Background: an optimization exercise with open tools, aiming at small area, a short achievable clock period and few clock cycles per item. Do not read the settings as production practice.
Only simulation tests tie the RTL to the original design; equivalence was not proved.
Power and IR drop assume default switching activity.

==> flow/design.v (outline; a module is shown in full before it is edited, if it fits) <==
// module mmult: 1635 lines
module mmult(
    input clk,
    input reset_n,
    input enable,
    input [0:9*8-1] A_mat,
    input [0:9*8-1] B_mat,
    output valid,
    output reg [0:9*17-1] C_mat
);
  // ...
==> flow/flow/run.sh <==
#!/bin/bash
# Standard layout, with these changes: Yosys's "abc -fast" pre-pass is skipped
# (so the full adders extract with clean polarity), the port buffers are the
# smallest plain buffer instead of the delay buffer buffer_ports picks, and
# timing repair aims for 6.6 ns of setup slack instead of 0.
export SYNTH_ARGS=-noabc
export BUFFER_PORTS_ARGS="-buffer_cell sky130_fd_sc_hd__buf_1"
export SETUP_SLACK_MARGIN=6.6
bash standard.sh > standard.log 2>&1
==> flow/standard.sh <==
#!/bin/bash
# synth_recipe.tcl (not shown) runs the flow's synth.tcl, then flattens the netlist and writes it again
# the make line also repeats each setting of config.mk as NAME=value (left out here)
make -C /OpenROAD-flow-scripts/flow DESIGN_CONFIG=/design/flow/config.mk WORK_HOME=/design/flow/orfs CLKGATE_MAP_FILE= SYNTH_SCRIPT=/design/flow/synth_recipe.tcl "${@:-finish}"
==> flow/config.mk <==
export PLATFORM = sky130hd
export DESIGN_NAME = mmult
export DESIGN_NICKNAME = mmult
export VERILOG_FILES = /design/flow/design.v
export SDC_FILE = /design/flow/constraint.sdc
export NUM_CORES = 4
export LEC_CHECK = 0
export CAP_MARGIN = 20
export CORE_MARGIN = 2
export CORE_UTILIZATION = 40
export CTS_CLUSTER_DIAMETER = 130
export CTS_CLUSTER_SIZE = 18
export SLEW_MARGIN = 20
==> flow/constraint.sdc <==
create_clock -name core_clock -period 11.0 [get_ports {clk}]
set_input_delay 2.2000 -clock core_clock [delete_from_list [all_inputs] [get_ports {clk}]]
set_output_delay 2.2000 -clock core_clock [all_outputs]
set_load 0.01 [all_outputs]
==> impl_table.tex, run 1 <==
\begin{tabular}{lr}
\hline
Metric & Value \\
\hline
\multicolumn{2}{l}{\textbf{Run status}} \\
Status & timing/DRC/antenna clean \\
\multicolumn{2}{l}{\textbf{Routing}} \\
Wire length after detailed routing & 79,200 um \\
DRT antenna net count & 0 \\
Drt first-iter violations & around 1.3k \\
\multicolumn{2}{l}{\textbf{Power}} \\
Pwr/cell area & roughly 280 mW/mm2 \\
Reported net switching power & roughly 4.1 mW \\
Sequential power share & between 15 and 20\% \\
Clock group power & between 0.7 and 0.8 mW \\
Combinational group power & 6.02 mW \\
\multicolumn{2}{l}{\textbf{Critical path}} \\
Logic depth of the worst path, buffers included & 13 \\
CP delay by family, top & adder cells \\
Highest-delay cell along the critical path & sky130\_fd\_sc\_hd\_\_fa\_1 \\
Setup crit end kind & flip-flop \\
Biggest fanout along the worst timing path & 24 \\
Cells traversed along the worst timing path & buf\_6, nor2\_1, fa\_1, fa\_1, fa\_1, fa\_1, ha\_2, a21o\_1, o21ba\_2, a311oi\_2, nor2\_1, a211oi\_2, mux2i\_1 \\
Register-to-Register Setup Slack & just under 7 ns \\
Setup CP Type & flip-flop to flip-flop \\
\multicolumn{2}{l}{\textbf{Timing}} \\
Hold WS & 0.450 ns \\
Worst rel slew slack & around 34\% \\
RSZ-0062 raised after global routing & no \\
Max Slew Vio Count & 0 \\
Post-route clock period utilization & 38.5\% \\
\multicolumn{2}{l}{\textbf{Final layout}} \\
Number of multi-input combinational cells in the layout & 2,404 \\
Multi-input gate share of the layout cell area & $\sim$68\% \\
Most common library cell in the layout ignoring fill and taps & sky130\_fd\_sc\_hd\_\_nor2\_1 \\
Area-dominant cell class after layout & multi-input gates \\
Share of cells above drive strength 1 & 4.03\% \\
Area of the multi-input gates & slightly above 0.02 mm2 \\
Relative area change from synthesis to final layout & 11.3\% \\
\multicolumn{2}{l}{\textbf{Worst hold path}} \\
Worst hold-check path type & flip-flop to flip-flop \\
\multicolumn{2}{l}{\textbf{Synthesis}} \\
Adder and majority cell fraction of the synthesized area & between 40\% and 50\% \\
Number of instances in the synthesized netlist & around 2.9k \\
Most used flip-flop cell after synthesis & sky130\_fd\_sc\_hd\_\_dfxtp\_1 \\
\multicolumn{2}{l}{\textbf{CTS}} \\
Clock root buffer & sky130\_fd\_sc\_hd\_\_clkbuf\_16 \\
Sinks on the clock net & 299 \\
\multicolumn{2}{l}{\textbf{Floorplanning}} \\
Die W & roughly 260 um \\
Vertical extent of the die & between 200 and 300 um \\
\multicolumn{2}{l}{\textbf{Global routing}} \\
Met3 track demand over resource in global routing & between 4 and 5\% \\
\hline
\end{tabular}
Testbench counts, summed over its fixed seeds: cycles 2,048, items 512.
==> run 2: changes to the inputs <==
--- a/flow/design.v
+++ b/flow/design.v
@@ -1622,14 +1622,14 @@
     always @(posedge clk) begin
         if (load) begin
             A <= ~A_mat;
             B <= ~B_mat;
             cnt <= 2'd0;
             C_mat <= 153'd0;
         end else begin
             A <= {A[8:23], 8'hff, A[32:47], 8'hff, A[56:71], 8'hff};
-            B <= {B[24:71], 24'hffffff};
+            B[0:47] <= B[24:71];
             if (!valid) cnt <= cnt + 2'd1;
             C_mat <= {c00_s, c01_s, c02_s, c10_s, c11_s, c12_s, c20_s, c21_s, c22_s};
         end
     end
 endmodule
==> flow/config.mk (replaced) <==
export PLATFORM = sky130hd
export DESIGN_NAME = mmult
export DESIGN_NICKNAME = mmult
export VERILOG_FILES = /design/flow/design.v
export SDC_FILE = /design/flow/constraint.sdc
export NUM_CORES = 4
export LEC_CHECK = 0
export CAP_MARGIN = 20
export CORE_MARGIN = 2
export CORE_UTILIZATION = 40
export CTS_BUF_LIST = sky130_fd_sc_hd__clkbuf_8
export CTS_CLUSTER_DIAMETER = 60
export CTS_CLUSTER_SIZE = 10
export SLEW_MARGIN = 20
==> run 2 against run 1 <==
  * Die area rose by 1.2%
  * Sequential share of layout area increased by 0.33 points
  * Highest routed layer is now met4
  * Critical path type unchanged
  * Worst hold slack improved by 0.011 ns
==> impl_table.tex, run 2 <==
\begin{tabular}{lr}
\hline
Metric & Value \\
\hline
\multicolumn{2}{l}{\textbf{Synthesis}} \\
Most used flip-flop cell after synthesis & sky130\_fd\_sc\_hd\_\_dfxtp\_1 \\
EDFF count, synth & 24 \\
Fraction of synthesized cell area taken by the top area cell type & between 30 and 40\% \\
Average cell area after synthesis & 9.41 um2 \\
Most instantiated library cell after synthesis & sky130\_fd\_sc\_hd\_\_nor2\_1 \\
Post-Syn Nets & approximately 3.7k \\
Proportion of synthesized chip area in sequential cells & 22.9\% \\
Number of library cell types mapped by synthesis & around 70 \\
Cell type contributing the most total cell area after synthesis & sky130\_fd\_sc\_hd\_\_fa\_1 \\
Synthesized area & 0.0272 mm2 \\
Most common library cells after synthesis & 859 x sky130\_fd\_sc\_hd\_\_nor2\_1, 441 x sky130\_fd\_sc\_hd\_\_fa\_1, 275 x sky130\_fd\_sc\_hd\_\_dfxtp\_1 \\
Number of instances in the synthesized netlist & 2,888 (+0.38\%) \\
Total number of yosys warnings & 1 \\
Share of flip-flops with an asynchronous set or reset after synthesis & 0\% \\
Most area-consuming cells after synthesis & sky130\_fd\_sc\_hd\_\_fa\_1 33\%, sky130\_fd\_sc\_hd\_\_dfxtp\_1 20\%, sky130\_fd\_sc\_hd\_\_nor2\_1 12\% \\
FF+latch count, synth & $\sim$300 \\
\multicolumn{2}{l}{\textbf{Timing}} \\
Post-route clock period utilization & 39.1\% (+0.62 points) \\
Post-route worst setup slack & 6.70 ns \\
Max Slew Vio Count & 0 (unchanged) \\
Maximum clock skew at final layout & 0.0398 ns \\
Min Clock Period, post-route & between 4 and 5 ns \\
Number of hold-slack violations in the final timing report & 0 \\
Final setup TNS & 0 ns \\
Total setup violations reported at the end of the flow & 0 \\
Worst rel slew slack & 33.7\% (+0.055 points) \\
Highest achievable clock rate & 0.233 GHz \\
RSZ-0062 raised after global routing & yes \\
Hold WS & 0.461 ns (+0.0109 ns) \\
Transition time of the tightest slew-check pin & roughly 1 ns \\
\multicolumn{2}{l}{\textbf{Routing}} \\
Wire length after detailed routing & 80,300 um (+1.4\%) \\
Total via count after detailed routing & around 22k \\
Detail-routed via count per cell & approximately 5.4 \\
Average wire per standard cell & about 20 um \\
DRT antenna net count & 0 (unchanged) \\
DR DRC count & 0 \\
Drt first-iter violations & 1,489 (+12\%) \\
1st-pass router iterations & 5 \\
\multicolumn{2}{l}{\textbf{Global routing}} \\
Maximum number of pins on one net before global-route repair & 190 \\
Vias in the first global route & around 22k \\
Total routing usage reported by global routing & a little under a quarter \\
First-pass GRT wire length & $\sim$130,000 um \\
Total congestion overflow & 0 \\
Number of antenna violations at the first check in global routing & 1 \\
\multicolumn{2}{l}{\textbf{Final layout}} \\
Most used cells in the layout excluding fill and tap cells & 859 x sky130\_fd\_sc\_hd\_\_nor2\_1, 441 x sky130\_fd\_sc\_hd\_\_fa\_1, 300 x sky130\_fd\_sc\_hd\_\_buf\_1 \\
Post-route non-filler standard cell count & between 4k and 5k \\
Regs by FF count & C\_mat: 153 flops, A: 72 flops, B: 72 flops \\
Most common library cell in the layout ignoring fill and taps & sky130\_fd\_sc\_hd\_\_nor2\_1 \\
Final core utilization & around 45\% \\
Share of cells above drive strength 1 & 5.31\% (+1.3 points) \\
Max reg flops & 153 \\
Relative area change from synthesis to final layout & 12.2\% \\
Number of fillers in the final layout & about 6.6k \\
Register name with the most flops & C\_mat \\
Final-stage net count & 3,938 \\
Final design area excluding fillers & between 0.03 and 0.04 mm2 \\
\multicolumn{2}{l}{\textbf{Critical path}} \\
Setup crit end kind & flip-flop \\
Cells traversed along the worst timing path & buf\_8, nor2\_1, fa\_1, fa\_1, fa\_1, fa\_1, ha\_2, a21oi\_1, o21ai\_0, a221oi\_1, o31ai\_1, a31oi\_1, mux2i\_1 \\
Biggest fanout along the worst timing path & 24 (unchanged) \\
Critical path launch point type & flip-flop \\
Delay contributed by the slowest stage of the critical path & 0.52 ns \\
Setup CP Type & flip-flop to flip-flop \\
Highest-delay cell along the critical path & sky130\_fd\_sc\_hd\_\_fa\_1 \\
CP delay by family, top & adder cells \\
CP Buf/Inv Count & 1 \\
Crit-path most repeated cell & sky130\_fd\_sc\_hd\_\_fa\_1 \\
Worst EP required & around 12 ns \\
CP Data Arrival Time & 4.87 ns \\
\multicolumn{2}{l}{\textbf{Place}} \\
Post-Place Setup Slack & a little over 6 ns \\
HPWL reported at the end of detailed placement & slightly below 60,000 um \\
Placed Instances & 3,955 \\
Number of input and output port buffers inserted & 300 \\
Final estimated routing congestion in global placement & between 0.9 and 1 \\
Placement Cell Area & $\sim$0.03 mm2 \\
\multicolumn{2}{l}{\textbf{Power}} \\
Peak supply drop & 0.143 mV \\
Standby leakage power & around 14 nW \\
Total Power & $\sim$8.5 mW \\
Pwr/cell area & 279 mW/mm2 (+0.78\%) \\
\multicolumn{2}{l}{\textbf{CTS}} \\
H-tree Lvls & 2 \\
Sinks on the clock net & 299 (unchanged) \\
Later-pin clock latency in the skew report & roughly 0.66 ns \\
Number of CTS-inserted buffers & 46 \\
Clock root buffer & sky130\_fd\_sc\_hd\_\_clkbuf\_8 \\
TritonCTS clock tree & yes \\
Buffer depth of the longest clock path & 3 \\
Clock transition time at the flip-flop clock pins of the worst setup and hold paths & approximately 0.070 ns \\
\multicolumn{2}{l}{\textbf{Floorplanning}} \\
Placeable Area & 0.0672 mm2 \\
Die W & 265 um (+0.61\%) \\
Area of the die & approximately 0.07 mm2 \\
Initial Util & about two fifths \\
Std cell rows & 95 \\
Vertical extent of the die & 265 um (+0.61\%) \\
Number of ports placed on the die boundary & 301 \\
\multicolumn{2}{l}{\textbf{Run status}} \\
Status & timing/DRC/antenna clean \\
\multicolumn{2}{l}{\textbf{Flow run}} \\
Maximum Capacitance Violations & 0 \\
\multicolumn{2}{l}{\textbf{Worst hold path}} \\
Worst hold-check path type & flip-flop to flip-flop \\
\hline
\end{tabular}
run 2: changes by cell type after synthesis, sizes merged, moves of 8 or more:
| cell | change |
|---|---|
| o21bai | -12 |
| dfxtp | -24 |
| a211o | +8 |
| inv | +33 |
| o21a | -8 |
| edfxtp | +24 |
| o21ai | -15 |
| a21o | -9 |
| nand3 | +8 |
| a211oi | -21 |
| nand2 | -28 |
run 2: final timing paths:
check | slack, ns | end | start | cells after the start
setup reg to reg | 6.70 | C_mat[68]$_SDFF_PP0_ | B[10]$_DFF_P_ | 13
setup / recovery | 6.70 | C_mat[68]$_SDFF_PP0_ | B[10]$_DFF_P_ | 13
hold / removal | 0.46 | B[2]$_DFF_P_ | B[26]$_DFF_P_ | 2
hold reg to reg | 0.46 | B[2]$_DFF_P_ | B[26]$_DFF_P_ | 2
run 2: layout make-up:
class                   count  area (um2)  share of cell area (%)
well taps                 873        1090                    3.58
flip-flops and latches    299        6240                    20.5
diodes                      1        2.50                 0.00821
clock buffers              46         633                    2.08
multi-input cells        2380       20300                    66.6
clock inverters            32         180                   0.591
inverters                  52         203                   0.665
repair buffers            354        1830                    6.02
run 2: report_power, final:
group	switching, mW	leakage [nW]	total (mW)	internal, mW
registers	0.185	2.53	1.47	1.29
clock network	0.505	0.461	0.903	0.398
logic	3.58	10.8	6.13	2.55
total	4.26	13.8	8.51	4.24
run 2: cells by family (layout without fill, tap and decap cells):
logic type	Yosys count	in the layout	share of synthesized area, %
compound gates	483	483	11.2
xor+xnor	99	99	3.19
fa+ha+maj	658	658	42.5
buf+inv	209	484	2.89
flops	299	299	22.9
mux	12	12	0.442
other cells	0	1	0
simple gates	1128	1128	16.8
run 2: layer usage:
metal,vias to the layer above,global-route usage [%],wire (um)
met3,130,5.20,6060
li1,10100,-,-
met2,732,37.2,36700
met4,0,7.32,2520
met1,10700,31.2,35000
met5,-,0,0
run 2: repair_timing:
action,4_1_cts,5_1_grt
buffers inserted,0,1
pin swaps,0,1
setup endpoints to repair,30,38
cloned,0,2
resized for setup,18,91
hold buffers,0,0
run 2: tightest hold or removal path: stages (launching register included):
cell and delay (ns):
sky130_fd_sc_hd__dfxtp_1 0.30, sky130_fd_sc_hd__nor2_1 0.09, sky130_fd_sc_hd__a21oi_1 0.04
Testbench counts of run 2, summed over its fixed seeds: cycles 2,048, items 512.
==> run 3: changes to the inputs <==
==> flow/flow/run.sh (replaced) <==
#!/bin/bash
# Standard layout, with these changes: Yosys's "abc -fast" pre-pass is skipped
# (so the full adders extract with clean polarity), the port buffers are the
# smallest plain buffer instead of the delay buffer buffer_ports picks, and
# timing repair aims for 7.0 ns of setup slack instead of 0.
export SYNTH_ARGS=-noabc
export BUFFER_PORTS_ARGS="-buffer_cell sky130_fd_sc_hd__buf_1"
export SETUP_SLACK_MARGIN=7.0
bash standard.sh > standard.log 2>&1
--- a/flow/config.mk
+++ b/flow/config.mk
@@ -8,7 +8,6 @@
 export CAP_MARGIN = 20
 export CORE_MARGIN = 2
 export CORE_UTILIZATION = 40
-export CTS_BUF_LIST = sky130_fd_sc_hd__clkbuf_8
-export CTS_CLUSTER_DIAMETER = 60
-export CTS_CLUSTER_SIZE = 10
+export CTS_CLUSTER_DIAMETER = 150
+export CTS_CLUSTER_SIZE = 20
 export SLEW_MARGIN = 20
==> run 3 against run 2 <==
  * Synthesized cell count stayed put
  * Via count is 4.9% higher
  * Count of clock-buffer cells in the layout is 20 lower
  * Sequential share of layout area is 2.0 points lower
  * Flip-flop and latch count stayed put
  * Power is 23% higher
  * Largest cell class unchanged
  * Highest routed layer unchanged
==> impl_table.tex, run 3 <==
\begin{tabular}{lr}
\hline
Metric & Value \\
\hline
\multicolumn{2}{l}{\textbf{Critical path}} \\
Highest-delay cell along the critical path & sky130\_fd\_sc\_hd\_\_fa\_1 \\
Critical path launch point type & flip-flop \\
Setup crit end kind & flip-flop \\
Delay contributed by the slowest stage of the critical path & 0.53 ns (about the same) \\
CP Buf/Inv Count & 1 (unchanged) \\
CP Data Arrival Time & 4.56 ns (-0.31 ns) \\
Cells traversed along the worst timing path & buf\_12, nor2\_1, fa\_2, fa\_1, fa\_1, fa\_1, ha\_1, a21o\_1, nand3\_1, a21oi\_1, nor3\_1, a21oi\_2, mux2i\_1 \\
Worst-case reg-to-reg path depth & 13 (unchanged) \\
Logic depth of the worst path, buffers included & 13 (unchanged) \\
Worst EP required & 11.50 ns (-0.07 ns) \\
CP delay by family, top & adder cells \\
Biggest fanout along the worst timing path & 12 (-50\%) \\
Setup CP Type & flip-flop to flip-flop \\
Crit-path most repeated cell & sky130\_fd\_sc\_hd\_\_fa\_1 \\
\multicolumn{2}{l}{\textbf{Global routing}} \\
First-pass GRT wire length & 134,000 um (+5.4\%) \\
Total congestion overflow & 0 (unchanged) \\
Total routing usage reported by global routing & 24.9\% (+1.7 points) \\
Number of antenna violations at the first check in global routing & 0 (-1) \\
Vias in the first global route & 22.8k (+1.9\%) \\
Maximum number of pins on one net before global-route repair & 125 (-34\%) \\
\multicolumn{2}{l}{\textbf{Floorplanning}} \\
Die W & 265 um (unchanged) \\
Number of ports placed on the die boundary & 301 (unchanged) \\
Std cell rows & 95 (unchanged) \\
Area of the die & 0.0700 mm2 (unchanged) \\
Placeable Area & 0.0672 mm2 (unchanged) \\
Initial Util & 40.4\% (unchanged) \\
Vertical extent of the die & 265 um (unchanged) \\
\multicolumn{2}{l}{\textbf{Timing}} \\
Number of hold-slack violations in the final timing report & 0 (unchanged) \\
Worst rel slew slack & 59.4\% (+26 points) \\
Min Clock Period, post-route & 4.06 ns (-0.241 ns) \\
Transition time of the tightest slew-check pin & 0.609 ns (-0.386 ns) \\
Post-route worst setup slack & 6.94 ns (+0.241 ns) \\
Post-route clock period utilization & 36.9\% (-2.2 points) \\
RSZ-0062 raised after global routing & yes \\
Maximum clock skew at final layout & 0.0280 ns (-0.0118 ns) \\
Final setup TNS & 0 ns (unchanged) \\
Total setup violations reported at the end of the flow & 0 (unchanged) \\
Max Slew Vio Count & 0 (unchanged) \\
Highest achievable clock rate & 0.246 GHz (+5.9\%) \\
\multicolumn{2}{l}{\textbf{Final layout}} \\
Final core utilization & 51.3\% (+6.0 points) \\
Post-route non-filler standard cell count & 4,102 (+1.6\%) \\
Ant diodes & 0 (-1) \\
Share of cells above drive strength 1 & 19.3\% (+14 points) \\
Regs by FF count & C\_mat: 153 flops, A: 72 flops, B: 72 flops \\
Most common library cell in the layout ignoring fill and taps & sky130\_fd\_sc\_hd\_\_nor2\_1 \\
Relative area change from synthesis to final layout & 27.0\% \\
Final-stage net count & 4,026 (+2.2\%) \\
Register name with the most flops & C\_mat \\
Max reg flops & 153 (unchanged) \\
Area of the multi-input gates & 0.0222 mm2 (+9.6\%) \\
Number of fillers in the final layout & 6,095 (-6.9\%) \\
Most used cells in the layout excluding fill and tap cells & 750 x sky130\_fd\_sc\_hd\_\_nor2\_1, 357 x sky130\_fd\_sc\_hd\_\_fa\_1, 298 x sky130\_fd\_sc\_hd\_\_buf\_1 \\
Area occupied by registers & 0.00637 mm2 (+2.1\%) \\
\multicolumn{2}{l}{\textbf{Routing}} \\
Detail-routed via count per cell & 5.56 (+3.2\%) \\
Total via count after detailed routing & 22.8k (+4.9\%) \\
Wire length after detailed routing & 94,400 um (+18\%) \\
Drt first-iter violations & 1,798 (+21\%) \\
DR DRC count & 0 (unchanged) \\
1st-pass router iterations & 6 (+1) \\
DRT antenna net count & 0 (unchanged) \\
Average wire per standard cell & 23.0 um (+16\%) \\
\multicolumn{2}{l}{\textbf{CTS}} \\
Buffer depth of the longest clock path & 3 (unchanged) \\
H-tree Lvls & 1 (-1) \\
Clock transition time at the flip-flop clock pins of the worst setup and hold paths & 0.10 ns (+0.03 ns) \\
Number of CTS-inserted buffers & 19 (-59\%) \\
Later-pin clock latency in the skew report & 0.57 ns (-0.09 ns) \\
Sinks on the clock net & 299 (unchanged) \\
TritonCTS clock tree & yes \\
Cts-stage hold buffer count & 0 (unchanged) \\
Clock root buffer & sky130\_fd\_sc\_hd\_\_clkbuf\_16 \\
\multicolumn{2}{l}{\textbf{Synthesis}} \\
FF+latch count, synth & 299 (unchanged) \\
Number of instances in the synthesized netlist & 2,888 (unchanged) \\
Cell type contributing the most total cell area after synthesis & sky130\_fd\_sc\_hd\_\_fa\_1 \\
Most area-consuming cells after synthesis & sky130\_fd\_sc\_hd\_\_fa\_1 33\%, sky130\_fd\_sc\_hd\_\_dfxtp\_1 20\%, sky130\_fd\_sc\_hd\_\_nor2\_1 12\% \\
EDFF count, synth & 24 (unchanged) \\
Most used flip-flop cell after synthesis & sky130\_fd\_sc\_hd\_\_dfxtp\_1 \\
Post-Syn Nets & 3,693 (unchanged) \\
Average cell area after synthesis & 9.41 um2 (unchanged) \\
Proportion of synthesized chip area in sequential cells & 22.9\% (unchanged) \\
Total number of yosys warnings & 1 (unchanged) \\
Most instantiated library cell after synthesis & sky130\_fd\_sc\_hd\_\_nor2\_1 \\
Synthesized area & 0.0272 mm2 (unchanged) \\
Number of library cell types mapped by synthesis & 68 (unchanged) \\
Share of flip-flops with an asynchronous set or reset after synthesis & 0\% (unchanged) \\
Most common library cells after synthesis & 859 x sky130\_fd\_sc\_hd\_\_nor2\_1, 441 x sky130\_fd\_sc\_hd\_\_fa\_1, 275 x sky130\_fd\_sc\_hd\_\_dfxtp\_1 \\
Fraction of synthesized cell area taken by the top area cell type & 32.5\% (unchanged) \\
\multicolumn{2}{l}{\textbf{Power}} \\
Total Power & 10.5 mW (+23\%) \\
Pwr/cell area & 303 mW/mm2 (+8.6\%) \\
Standby leakage power & 14.8 nW (+7.3\%) \\
Peak supply drop & 0.144 mV (+1.2\%) \\
\multicolumn{2}{l}{\textbf{Place}} \\
Placed Instances & 3,955 (unchanged) \\
Final estimated routing congestion in global placement & 0.870 (-4.7\%) \\
HPWL reported at the end of detailed placement & 58,900 um (about the same) \\
Number of input and output port buffers inserted & 300 (unchanged) \\
Post-Place Setup Slack & 6.20 ns (-0.0273 ns) \\
\multicolumn{2}{l}{\textbf{Worst hold path}} \\
Worst hold-check path type & flip-flop to flip-flop \\
Hold Crit Depth & 2 (unchanged) \\
\multicolumn{2}{l}{\textbf{Run status}} \\
Status & timing/DRC/antenna clean \\
\multicolumn{2}{l}{\textbf{Flow run}} \\
Maximum Capacitance Violations & 0 (unchanged) \\
\hline
\end{tabular}
run 3: where the power goes:
group,switching [mW],internal [mW],leakage [nW]
clock network,0.430,0.324,0.256
registers,0.205,1.29,2.54
logic,4.38,3.82,12.0
run 3: worst paths after layout:
| kind | slack (ns) | from | end |
|---|---|---|---|
| max | 6.94 | B[19]$_DFF_P_ | C_mat[85]$_SDFF_PP0_ |
| min | 0.45 | B[29]$_DFF_P_ | B[5]$_DFF_P_ |
| max reg2reg | 6.94 | B[19]$_DFF_P_ | C_mat[85]$_SDFF_PP0_ |
| min reg2reg | 0.45 | B[29]$_DFF_P_ | B[5]$_DFF_P_ |
run 3: cell families after synthesis:
family | after synthesis | synth area share, %
xor+xnor | 99 | 3.19
buf+inv | 209 | 2.89
flops | 299 | 22.9
mux | 12 | 0.442
fa+ha+maj | 658 | 42.5
compound gates | 483 | 11.2
simple gates | 1128 | 16.8
run 3: per-stage QoR:
stage / instance area [um2] / hold slack, ns
floorplan: 27300 / 0.444
global placement: 29200 / 0.449
detailed placement: 29200 / 0.454
CTS: 32000 / 0.452
global route: 34500 / 0.471
finish: 34500 / 0.449
run 3: layout make-up:
| cell class | count | area share, % |
|---|---|---|
| timing repair buffer | 469 | 11.7 |
| sequential | 299 | 18.5 |
| clock inverter | 3 | 0.0762 |
| inverter | 52 | 0.602 |
| multi-input combinational | 2380 | 64.5 |
| clock buffer | 26 | 1.45 |
| tap | 873 | 3.17 |
run 3: tightest hold or removal path: stages (launching register included):
cell and delay (ns):
sky130_fd_sc_hd__dfxtp_1 0.30, sky130_fd_sc_hd__nor2_1 0.09, sky130_fd_sc_hd__a21oi_1 0.04
run 3: what timing repair did:
item,CTS,global route
gates cloned,25,22
gates resized for setup,307,406
setup buffers,18,53
pin swaps,45,187
endpoints found under the setup margin,137,68
hold endpoints to repair,0,0
run 3: layer usage:
layer | share of wire [%] | wire [um] | track usage, %
met5 | 0 | 0 | 0
met2 | 45 | 42800 | 39.8
met3 | 9.6 | 9070 | 6.50
met1 | 41 | 38800 | 32.9
met4 | 4.0 | 3780 | 8.11
==> run 4: changes to the inputs <==
==> flow/flow/run.sh (replaced) <==
#!/bin/bash
# Standard layout, with these changes: Yosys's "abc -fast" pre-pass is skipped
# (so the full adders extract with clean polarity), the port buffers are the
# smallest plain buffer instead of the delay buffer buffer_ports picks, and
# timing repair aims for 6.7 ns of setup slack instead of 0.
export SYNTH_ARGS=-noabc
export BUFFER_PORTS_ARGS="-buffer_cell sky130_fd_sc_hd__buf_1"
export SETUP_SLACK_MARGIN=6.7
bash standard.sh > standard.log 2>&1
==> run 4 against run 3 <==
  * Count of clock-buffer cells in the layout is 1 higher
  * Synthesized area stayed put
  * Sequential power hardly changed
  * Global-route usage is 2.0 points lower
  * Sequential share of layout area is 2.0 points higher
  * Power is 19% lower
  * Critical path type unchanged
  * Largest power group unchanged
==> impl_table.tex, run 4 <==
\begin{tabular}{lr}
\hline
Metric & Value \\
\hline
\multicolumn{2}{l}{\textbf{Place}} \\
HPWL reported at the end of detailed placement & 59,000 um (about the same) \\
Number of input and output port buffers inserted & 300 (unchanged) \\
Final estimated routing congestion in global placement & 0.913 (+4.9\%) \\
\multicolumn{2}{l}{\textbf{Timing}} \\
Max Slew Vio Count & 0 (unchanged) \\
Post-route clock period utilization & 38.3\% (+1.4 points) \\
Final setup TNS & 0 ns (unchanged) \\
Transition time of the tightest slew-check pin & 0.967 ns (+0.357 ns) \\
Worst rel slew slack & 35.6\% (-24 points) \\
Number of hold-slack violations in the final timing report & 0 (unchanged) \\
Min Clock Period, post-route & 4.21 ns (+0.156 ns) \\
Total setup violations reported at the end of the flow & 0 (unchanged) \\
Maximum clock skew at final layout & 0.0236 ns (-0.00433 ns) \\
RSZ-0062 raised after global routing & yes \\
Highest achievable clock rate & 0.237 GHz (-3.7\%) \\
\multicolumn{2}{l}{\textbf{Critical path}} \\
CP Data Arrival Time & 4.63 ns (+0.07 ns) \\
Worst-case reg-to-reg path depth & 13 (unchanged) \\
Worst EP required & 11.41 ns (-0.09 ns) \\
Launch instance of the worst register-to-register path & B[4]\$\_DFF\_P\_ \\
Setup crit end kind & flip-flop \\
Biggest fanout along the worst timing path & 24 (+12) \\
Setup CP Type & flip-flop to flip-flop \\
Critical path launch point type & flip-flop \\
Register-to-Register Setup Slack & 6.79 ns (-0.16 ns) \\
Capture instance of the worst register-to-register path & C\_mat[105]\$\_SDFF\_PP0\_ \\
\multicolumn{2}{l}{\textbf{Routing}} \\
Total via count after detailed routing & 21.6k (-5.2\%) \\
1st-pass router iterations & 5 (-1) \\
DR DRC count & 0 (unchanged) \\
Detail-routed via count per cell & 5.42 (-2.4\%) \\
Average wire per standard cell & 20.2 um (-12\%) \\
DRT antenna net count & 0 (unchanged) \\
Drt first-iter violations & 1,393 (-23\%) \\
Wire length after detailed routing & 80,500 um (-15\%) \\
\multicolumn{2}{l}{\textbf{Floorplanning}} \\
Area of the die & 0.0700 mm2 (unchanged) \\
Die W & 265 um (unchanged) \\
Placeable Area & 0.0672 mm2 (unchanged) \\
Std cell rows & 95 (unchanged) \\
Number of ports placed on the die boundary & 301 (unchanged) \\
Initial Util & 40.4\% (unchanged) \\
Vertical extent of the die & 265 um (unchanged) \\
\multicolumn{2}{l}{\textbf{Synthesis}} \\
EDFF count, synth & 24 (unchanged) \\
Largest family of logic cells by synthesized area & adder cells \\
Xor and xnor fraction of the mapped netlist area & 3.19\% (unchanged) \\
Most common library cells after synthesis & 859 x sky130\_fd\_sc\_hd\_\_nor2\_1, 441 x sky130\_fd\_sc\_hd\_\_fa\_1, 275 x sky130\_fd\_sc\_hd\_\_dfxtp\_1 \\
Fraction of synthesized cell area taken by the top area cell type & 32.5\% (unchanged) \\
Synthesized area & 0.0272 mm2 (unchanged) \\
Share of flip-flops with an asynchronous set or reset after synthesis & 0\% (unchanged) \\
FF+latch count, synth & 299 (unchanged) \\
Average cell area after synthesis & 9.41 um2 (unchanged) \\
Number of library cell types mapped by synthesis & 68 (unchanged) \\
Number of instances in the synthesized netlist & 2,888 (unchanged) \\
Most area-consuming cells after synthesis & sky130\_fd\_sc\_hd\_\_fa\_1 33\%, sky130\_fd\_sc\_hd\_\_dfxtp\_1 20\%, sky130\_fd\_sc\_hd\_\_nor2\_1 12\% \\
Most used flip-flop cell after synthesis & sky130\_fd\_sc\_hd\_\_dfxtp\_1 \\
Area share of and/or/nand/nor cells after synthesis & 16.8\% (unchanged) \\
Post-Syn Nets & 3,693 (unchanged) \\
Total number of yosys warnings & 1 (unchanged) \\
Most instantiated library cell after synthesis & sky130\_fd\_sc\_hd\_\_nor2\_1 \\
Adder and majority cell fraction of the synthesized area & 42.5\% (unchanged) \\
Proportion of synthesized chip area in sequential cells & 22.9\% (unchanged) \\
Fraction of the mapped netlist area in compound gates & 11.2\% (unchanged) \\
Multiplexer fraction of the synthesized cell area & 0.442\% (unchanged) \\
Cell type contributing the most total cell area after synthesis & sky130\_fd\_sc\_hd\_\_fa\_1 \\
\multicolumn{2}{l}{\textbf{Global routing}} \\
Maximum number of pins on one net before global-route repair & 190 (+52\%) \\
Total routing usage reported by global routing & 22.9\% (-2.0 points) \\
Vias in the first global route & 22.1k (-3.0\%) \\
Number of antenna violations at the first check in global routing & 0 (unchanged) \\
First-pass GRT wire length & 126,000 um (-5.6\%) \\
Total congestion overflow & 0 (unchanged) \\
\multicolumn{2}{l}{\textbf{CTS}} \\
Number of CTS-inserted buffers & 18 (-1) \\
Cts-stage hold buffer count & 0 (unchanged) \\
H-tree Lvls & 1 (unchanged) \\
Clock root buffer & sky130\_fd\_sc\_hd\_\_clkbuf\_16 \\
TritonCTS clock tree & yes \\
Later-pin clock latency in the skew report & 0.56 ns (about the same) \\
Buffer depth of the longest clock path & 3 (unchanged) \\
Clock transition time at the flip-flop clock pins of the worst setup and hold paths & 0.10 ns (about the same) \\
Sinks on the clock net & 299 (unchanged) \\
\multicolumn{2}{l}{\textbf{Worst hold path}} \\
Worst Hold End & B[12]\$\_DFF\_P\_ \\
Hold Path Origin & B[36]\$\_DFF\_P\_ \\
Worst hold-check path type & flip-flop to flip-flop \\
Hold Crit Depth & 2 (unchanged) \\
\multicolumn{2}{l}{\textbf{Flow run}} \\
Maximum Capacitance Violations & 0 (unchanged) \\
\multicolumn{2}{l}{\textbf{Final layout}} \\
Regs by FF count & C\_mat: 153 flops, A: 72 flops, B: 72 flops \\
Most common library cell in the layout ignoring fill and taps & sky130\_fd\_sc\_hd\_\_nor2\_1 \\
Most used cells in the layout excluding fill and tap cells & 858 x sky130\_fd\_sc\_hd\_\_nor2\_1, 441 x sky130\_fd\_sc\_hd\_\_fa\_1, 300 x sky130\_fd\_sc\_hd\_\_buf\_1 \\
Register name with the most flops & C\_mat \\
Final core utilization & 45.4\% (-6.0 points) \\
Max reg flops & 153 (unchanged) \\
Final-stage net count & 3,913 (-2.8\%) \\
Ant diodes & 0 (unchanged) \\
Share of cells above drive strength 1 & 4.88\% (-14 points) \\
Relative area change from synthesis to final layout & 12.2\% \\
\multicolumn{2}{l}{\textbf{Power}} \\
Standby leakage power & 13.6 nW (-7.7\%) \\
Pwr/cell area & 279 mW/mm2 (-8.0\%) \\
Peak supply drop & 0.160 mV (+11\%) \\
\multicolumn{2}{l}{\textbf{Run status}} \\
Status & timing/DRC/antenna clean \\
\hline
\end{tabular}
run 4: cell counts after synthesis:
No cell type changed its count.
run 4: how the worst max path moves through the flow:
stage | from | end | cells after the start
floorplan | B[10]$_DFF_P_ | C_mat[68]$_SDFF_PP0_ | 14
global placement | B[17]$_DFF_P_ | C_mat[137]$_SDFF_PP0_ | 12
detailed placement | B[17]$_DFF_P_ | C_mat[87]$_SDFF_PP0_ | 11
CTS | A[31]$_DFF_P_ | C_mat[87]$_SDFF_PP0_ | 12
global route | A[53]$_DFF_P_ | C_mat[103]$_SDFF_PP0_ | 13
finish | B[4]$_DFF_P_ | C_mat[105]$_SDFF_PP0_ | 13
run 4: critical path, cell delays in order, from the launching register on:
cell and delay, ns:
sky130_fd_sc_hd__dfxtp_1 0.36, sky130_fd_sc_hd__buf_8 0.25, sky130_fd_sc_hd__nor2_1 0.10, sky130_fd_sc_hd__fa_1 0.42
sky130_fd_sc_hd__fa_1 0.57, sky130_fd_sc_hd__fa_1 0.43, sky130_fd_sc_hd__fa_1 0.45, sky130_fd_sc_hd__ha_2 0.39
sky130_fd_sc_hd__and3_1 0.23, sky130_fd_sc_hd__and2_1 0.18, sky130_fd_sc_hd__nand2_1 0.14, sky130_fd_sc_hd__nor4_4 0.33
sky130_fd_sc_hd__o31a_1 0.18, sky130_fd_sc_hd__nor3_2 0.04
run 4: cells by family after synthesis:
family | after synthesis
and+or+nand+nor | 1128
adders and majority gates | 658
AOI/OAI and AO/OA | 483
DFF | 299
buffers and inverters | 209
xor gates and xnor gates | 99
muxes | 12
run 4: per-layer routing:
metal | global-route usage, % | part of all wire, % | wire (um) | vias up
met3 | 4.20 | 7.6 | 6090 | 107
met5 | 0 | 0 | 0 | -
met1 | 31.4 | 43 | 34900 | 10700
met4 | 5.51 | 2.5 | 2030 | 0
li1 | - | - | - | 10000
met2 | 37.7 | 47 | 37500 | 729
run 4: metrics by stage:
stage / worst slack [ns] / area (um2) / total power, mW / hold slack (ns) / instances
6_report: 6.79 / 30500 / 8.50 / 0.461 / 3988
3_5_place_dp: 6.23 / 29200 / 7.39 / 0.455 / 3955
2_1_floorplan: 6.84 / 27200 / 6.06 / 0.444 / 2888
4_1_cts: 6.70 / 29800 / 8.20 / 0.451 / 3982
3_3_place_gp: 6.31 / 29200 / 7.40 / 0.452 / 3955
5_1_grt: 6.62 / 30500 / 9.38 / 0.490 / 3988
run 4: repair_timing:
action,in CTS,in global routing
pin swaps,1,4
gates resized for setup,42,118
gates cloned,0,3
endpoints found under the setup margin,42,40
setup buffers,0,3
run 4: area by class of cell:
cell class | instances | area [um2]
Fill cell | 6535 | 36700
Inverter | 52 | 203
Sequential cell | 299 | 6240
Timing Repair Buffer | 357 | 1980
Clock buffer | 27 | 505
Tap cell | 873 | 1090
Multi-Input combinational cell | 2380 | 20500
run 4: power breakdown:
group | internal [mW] | switching [mW] | total [mW] | leakage (nW)
Sequential | 1.29 | 0.185 | 1.47 | 2.53
Combinational | 2.65 | 3.65 | 6.29 | 10.9
Clock | 0.319 | 0.411 | 0.730 | 0.244

-- afterwards: timing with drivers on the ports --
How much do the figures lean on ideal ports? The routed layouts below were timed once more, with nothing changed but the port constraints. Step 1, drivers: a clkbuf_16 drives clk and a buf_2 each remaining input, both assumed. Step 2, shift: input delay + t, output delay - t, t = (earliest + latest rising clock arrival at the registers) / 2. This alone moves slack from input paths to output paths. Three values: ideal, step 1, step 2; two values: the first two.
run | shift t [ns] | setup slack, ns | hold WS [ns] | worst register clock-pin slew, ns | worst slew at a driven data input, ns
run 1 | 0.629 | 6.769 / 6.769 / 6.360 | 0.450 / 0.450 / 0.450 | 0.10 / 0.10 | 0.06
run 2 | 0.696 | 6.700 / 6.700 / 6.500 | 0.461 / 0.461 / 0.461 | 0.08 / 0.08 | 0.07
run 3 | 0.617 | 6.941 / 6.941 / 6.620 | 0.449 / 0.449 / 0.449 | 0.10 / 0.10 | 0.07
run 4 | 0.607 | 6.785 / 6.785 / 6.503 | 0.461 / 0.461 / 0.461 | 0.11 / 0.11 | 0.06
After both steps every run listed still meets setup and hold. For run 1, which loses most, drivers alone change the setup slack by 0.000 ns; drivers and shift together by -0.409 ns.
